From an optimization exercise on the open Yosys and OpenROAD flow, aimed at small area; shortcuts taken in it are not production practice. Where RTL was checked, it was by simulation tests only, not by an equivalence proof against the original. Power is estimated from default activity; no workload was simulated.

==> inputs of run a <==
==> flow/design.v <==
`timescale 1ns / 1ps
module router_fifo(clk,rstn,soft_rst,write_enb,read_enb,lfd_state,data_in,empty,full,data_out);
        input clk,rstn,soft_rst;
        input write_enb,read_enb,lfd_state;
        input [7:0] data_in;
        output empty,full;
        output [7:0] data_out;
        reg [7:0] data_out;
        reg [4:0] rd_pointer, wr_pointer;
        reg [6:0] count;
        reg [8:0] mem [15:0];  
        reg lfd_state_t;
        integer i;
        always@(posedge clk)
        begin
            if(!rstn)
            lfd_state_t <= 0;
            else
            lfd_state_t <= lfd_state;
        end
        always@(posedge clk)
        begin
            if(!rstn)
            data_out <= 8'b0;
            else if(soft_rst)
            data_out <= 8'b0;
            else if((read_enb)&&(!empty))
            data_out <= mem[rd_pointer[3:0]][7:0];
            else if(count == 0)
            data_out <= 8'b0;
        end
        always@(posedge clk)
        begin
            if((!rstn) || (soft_rst))
            begin
                for(i=0;i<16;i=i+1)
                mem[i] <= 0;
            end
            else if((write_enb) && (!full))
            begin
                if(lfd_state_t)
                begin
                    mem[wr_pointer[3:0]][8] <= 1'b1;
                    mem[wr_pointer[3:0]][7:0] <= data_in;
                end
                else
                begin
                    mem[wr_pointer[3:0]][8] <= 1'b0;
                    mem[wr_pointer[3:0]][7:0] <= data_in;
                end
            end
         end
         always@(posedge clk)
         begin
            if(!rstn)
            begin
                wr_pointer <= 1'b0;
            end
            else if((write_enb) && (!full))
            begin
                wr_pointer <= wr_pointer + 1'b1;
            end
         end
         always@(posedge clk)
         begin
            if(!rstn)
            begin
                rd_pointer <= 1'b0;
            end
            else if((read_enb) && (!empty))
            begin
                rd_pointer <= rd_pointer + 1'b1;
            end
         end
         always@(posedge clk)
         begin
            if(!rstn)
            count <= 7'd0;
            else if((read_enb) && (!empty))
            begin
                if(mem[rd_pointer[3:0]][8] == 1'b1)
                count <= mem[rd_pointer[3:0]][7:2] + 1'b1;
                else if(count != 0)
                count <= count - 1;
            end
         end
         assign full = (wr_pointer == ({~rd_pointer[4],rd_pointer[3:0]}));
         assign empty = (rd_pointer == wr_pointer);
endmodule
==> flow/run.sh <==
#!/bin/bash
# synth_recipe.tcl (not shown) runs the flow's synth.tcl, then flattens the netlist and writes it again
# the make line also repeats each setting of config.mk as NAME=value (left out here)
make -C /OpenROAD-flow-scripts/flow DESIGN_CONFIG=/design/flow/config.mk WORK_HOME=/design/flow/orfs CLKGATE_MAP_FILE= SYNTH_SCRIPT=/design/flow/synth_recipe.tcl finish
==> flow/config.mk <==
export PLATFORM = sky130hd
export DESIGN_NAME = router_fifo
export DESIGN_NICKNAME = router_fifo
export VERILOG_FILES = /design/flow/design.v
export SDC_FILE = /design/flow/constraint.sdc
export NUM_CORES = 4
export LEC_CHECK = 0
export CAP_MARGIN = 20
export CORE_MARGIN = 2
export CORE_UTILIZATION = 40
export PLACE_DENSITY = 0.6
export SLEW_MARGIN = 20
==> flow/constraint.sdc <==
create_clock -name core_clock -period 5.0 [get_ports {clk}]
set_input_delay 1.0000 -clock core_clock [delete_from_list [all_inputs] [get_ports {clk}]]
set_output_delay 1.0000 -clock core_clock [all_outputs]
set_load 0.01 [all_outputs]
==> inputs of run b, as changes to run a <==
==> flow/design.v (replaced) <==
module router_fifo(clk,rstn,soft_rst,write_enb,read_enb,lfd_state,data_in,empty,full,data_out);
        input clk,rstn,soft_rst;
        input write_enb,read_enb,lfd_state;
        input [7:0] data_in;
        output empty,full;
        output reg [7:0] data_out;
        reg [4:0] rp, wp;
        reg [8:0] mem [0:15];
        reg       lfd_t;
        reg       cnz;
        reg [5:0] cm;
        wire [3:0] weq = wp[3:0] ^ rp[3:0];
        wire       lo_eq = ~|weq;
        assign empty = lo_eq & (wp[4] == rp[4]);
        assign full  = lo_eq & (wp[4] != rp[4]);
        wire wr = write_enb & ~full;
        wire rd = read_enb & ~empty;
        wire [3:0] ra = 4'b1 << rp[1:0];
        wire [3:0] rb = 4'b1 << rp[3:2];
        wire [3:0] wa = 4'b1 << wp[1:0];
        wire [3:0] wb = 4'b1 << wp[3:2];
        reg [8:0] E;
        integer k;
        always @* begin
            E = 9'd0;
            for (k = 0; k < 16; k = k + 1)
                E = E | (mem[k] & {9{ra[k%4] & rb[k/4]}});
        end
        always @(posedge clk) begin
            if (!rstn) lfd_t <= 1'b0;
            else       lfd_t <= lfd_state;
        end
        wire [8:0] wdata = {lfd_t, data_in} & {9{~soft_rst}};
        integer i;
        always @(posedge clk) begin
            for (i = 0; i < 16; i = i + 1)
                if (soft_rst || (wr && wa[i%4] && wb[i/4]))
                    mem[i] <= wdata;
        end
        always @(posedge clk) begin
            if (!rstn) begin
                wp <= 5'd0;
                rp <= 5'd0;
            end else begin
                if (wr) wp <= wp + 5'd1;
                if (rd) rp <= rp + 5'd1;
            end
        end
        always @(posedge clk) begin
            if (!rstn || soft_rst)
                data_out <= 8'd0;
            else if (rd || !cnz)
                data_out <= E[7:0] & {8{rd}};
        end
        always @(posedge clk) begin
            if (rd) begin
                if (E[8]) cm <= E[7:2];
                else      cm <= cm - 6'd1;
            end
        end
        always @(posedge clk) begin
            if (!rstn)
                cnz <= 1'b0;
            else if (rd) begin
                if (E[8])            cnz <= 1'b1;
                else if (cm == 6'd0) cnz <= 1'b0;
            end
        end
endmodule
--- a/flow/config.mk
+++ b/flow/config.mk
@@ -9,4 +9,7 @@
 export CORE_MARGIN = 2
-export CORE_UTILIZATION = 40
-export PLACE_DENSITY = 0.6
+export CORE_UTILIZATION = 65
+export CTS_BUF_LIST = sky130_fd_sc_hd__clkbuf_4 sky130_fd_sc_hd__clkbuf_8
+export CTS_CLUSTER_DIAMETER = 50
+export CTS_CLUSTER_SIZE = 16
+export PLACE_DENSITY = 0.75
 export SLEW_MARGIN = 20
==> inputs of run c, as changes to run a <==
==> flow/design.v (replaced) <==
module router_fifo(clk,rstn,soft_rst,write_enb,read_enb,lfd_state,data_in,empty,full,data_out);
        input clk,rstn,soft_rst;
        input write_enb,read_enb,lfd_state;
        input [7:0] data_in;
        output empty,full;
        output reg [7:0] data_out;
        reg [4:0] rp, wp;
        reg [8:0] mem [0:15];
        reg       lfd_t;
        reg       cnz;
        reg [5:0] cm;
        wire [3:0] weq = wp[3:0] ^ rp[3:0];
        wire       lo_eq = ~|weq;
        assign empty = lo_eq & (wp[4] == rp[4]);
        assign full  = lo_eq & (wp[4] != rp[4]);
        wire wr = write_enb & ~full;
        wire rd = read_enb & ~empty;
        wire [3:0] ra = 4'b1 << rp[1:0];
        wire [3:0] rb = 4'b1 << rp[3:2];
        wire [3:0] wa = 4'b1 << wp[1:0];
        wire [3:0] wb = 4'b1 << wp[3:2];
        reg [8:0] E;
        integer k;
        always @* begin
            E = 9'd0;
            for (k = 0; k < 16; k = k + 1)
                E = E | (mem[k] & {9{ra[k%4] & rb[k/4]}});
        end
        always @(posedge clk) begin
            if (!rstn) lfd_t <= 1'b0;
            else       lfd_t <= lfd_state;
        end
        wire [8:0] wdata = {lfd_t, data_in} & {9{~soft_rst}};
        integer i;
        always @(posedge clk) begin
            for (i = 0; i < 16; i = i + 1)
                if (soft_rst || (wr && wa[i%4] && wb[i/4]))
                    mem[i] <= wdata;
        end
        always @(posedge clk) begin
            if (!rstn) begin
                wp <= 5'd0;
                rp <= 5'd0;
            end else begin
                if (wr) wp <= wp + 5'd1;
                if (rd) rp <= rp + 5'd1;
            end
        end
        always @(posedge clk) begin
            if (!rstn || soft_rst)
                data_out <= 8'd0;
            else if (rd || !cnz)
                data_out <= E[7:0] & {8{rd}};
        end
        always @(posedge clk) begin
            if (rd) begin
                if (E[8]) cm <= E[7:2];
                else      cm <= cm - 6'd1;
            end
        end
        always @(posedge clk) begin
            if (!rstn)
                cnz <= 1'b0;
            else if (rd) begin
                if (E[8])            cnz <= 1'b1;
                else if (cm == 6'd0) cnz <= 1'b0;
            end
        end
endmodule
--- a/flow/config.mk
+++ b/flow/config.mk
@@ -10,2 +10,5 @@
 export CORE_UTILIZATION = 40
+export CTS_BUF_LIST = sky130_fd_sc_hd__clkbuf_8
+export CTS_CLUSTER_DIAMETER = 80
+export CTS_CLUSTER_SIZE = 24
 export PLACE_DENSITY = 0.6
==> qor summary <==
| quantity | run c | run a | run b |
|---|---|---|---|
| Syn Inst Count | 466 | 596 | 466 |
| Status | timing/DRC/antenna clean | timing/DRC/antenna clean | timing/DRC/antenna clean |
| Met3 GRT Util | 0.0358 | 0.0478 | 0.0738 |
| Req. time, crit path | 4.00 ns | 5.09 ns | 4.00 ns |
| Final setup skew | 0.0107 ns | 0.0114 ns | 0.00959 ns |
| Post-synthesis instance area | 7010 um^2 | 8080 um^2 | 7010 um^2 |
| Mux contribution to synthesized area | 0.0348 | 0.119 | 0.0348 |
| Layout Cells excl Fill | 722 | 900 | 630 |
| Proportion of power drawn by the clock network | 0.309 | 0.367 | 0.270 |
| Number of synthesized flops with an enable pin | 150 | 144 | 150 |
| Routed WL | 16600 um | 19700 um | 15800 um |
| Share of the clock period used by the worst path | 0.665 | 0.770 | 0.673 |
| Highest Clock Rate | 301 MHz | 260 MHz | 297 MHz |
| Launch point of the worst hold path | data_out[3]$_SDFFE_PP0P_ | data_out[2]$_SDFFE_PP0P_ | data_out[3]$_SDFFE_PP0P_ |
| Global-route usage over all layers | 0.191 | 0.190 | 0.294 |
| Min cycle time layout | 3.32 ns | 3.85 ns | 3.36 ns |
| Initial antenna violation count | 0 | 2 | 0 |
The RTL of run b and run c was laid out without a check of its function.

## separate check: timing with driven ports
Ports are ideal in the flow. The routed layouts listed here were re-timed in OpenROAD.
Step 1: set_driving_cell puts a clkbuf_16 on clk and a buf_2 on each other input, an assumption about the parent block.
Step 2 adds t to the input delays and takes it off the output delays; t is the mean of the earliest and latest rising clock arrival at the registers after step 1. Input paths then give back, and output paths get back, about the clock's delay inside the block.
Three values: ideal ports, drivers, drivers and shift; two values: the first two.
run | shift t [ns] | setup WS [ns] | worst hold slack (ns) | worst setup path at the end | slew at the worst register clock pin (ns)
run a | 0.476 | 1.151 / 1.167 / 0.691 | 0.463 / 0.463 / 0.463 | input to register | 0.07 / 0.07
run b | 0.478 | 1.637 / 1.605 / 1.950 | 0.483 / 0.483 / 0.483 | input to register | 0.09 / 0.09
run c | 0.490 | 1.676 / 1.641 / 1.974 | 0.468 / 0.468 / 0.468 | input to register | 0.09 / 0.09
After both steps every run listed still meets setup and hold. The setup slack of run a, which loses most, moves by +0.016 ns with the drivers and by -0.460 ns with both steps.
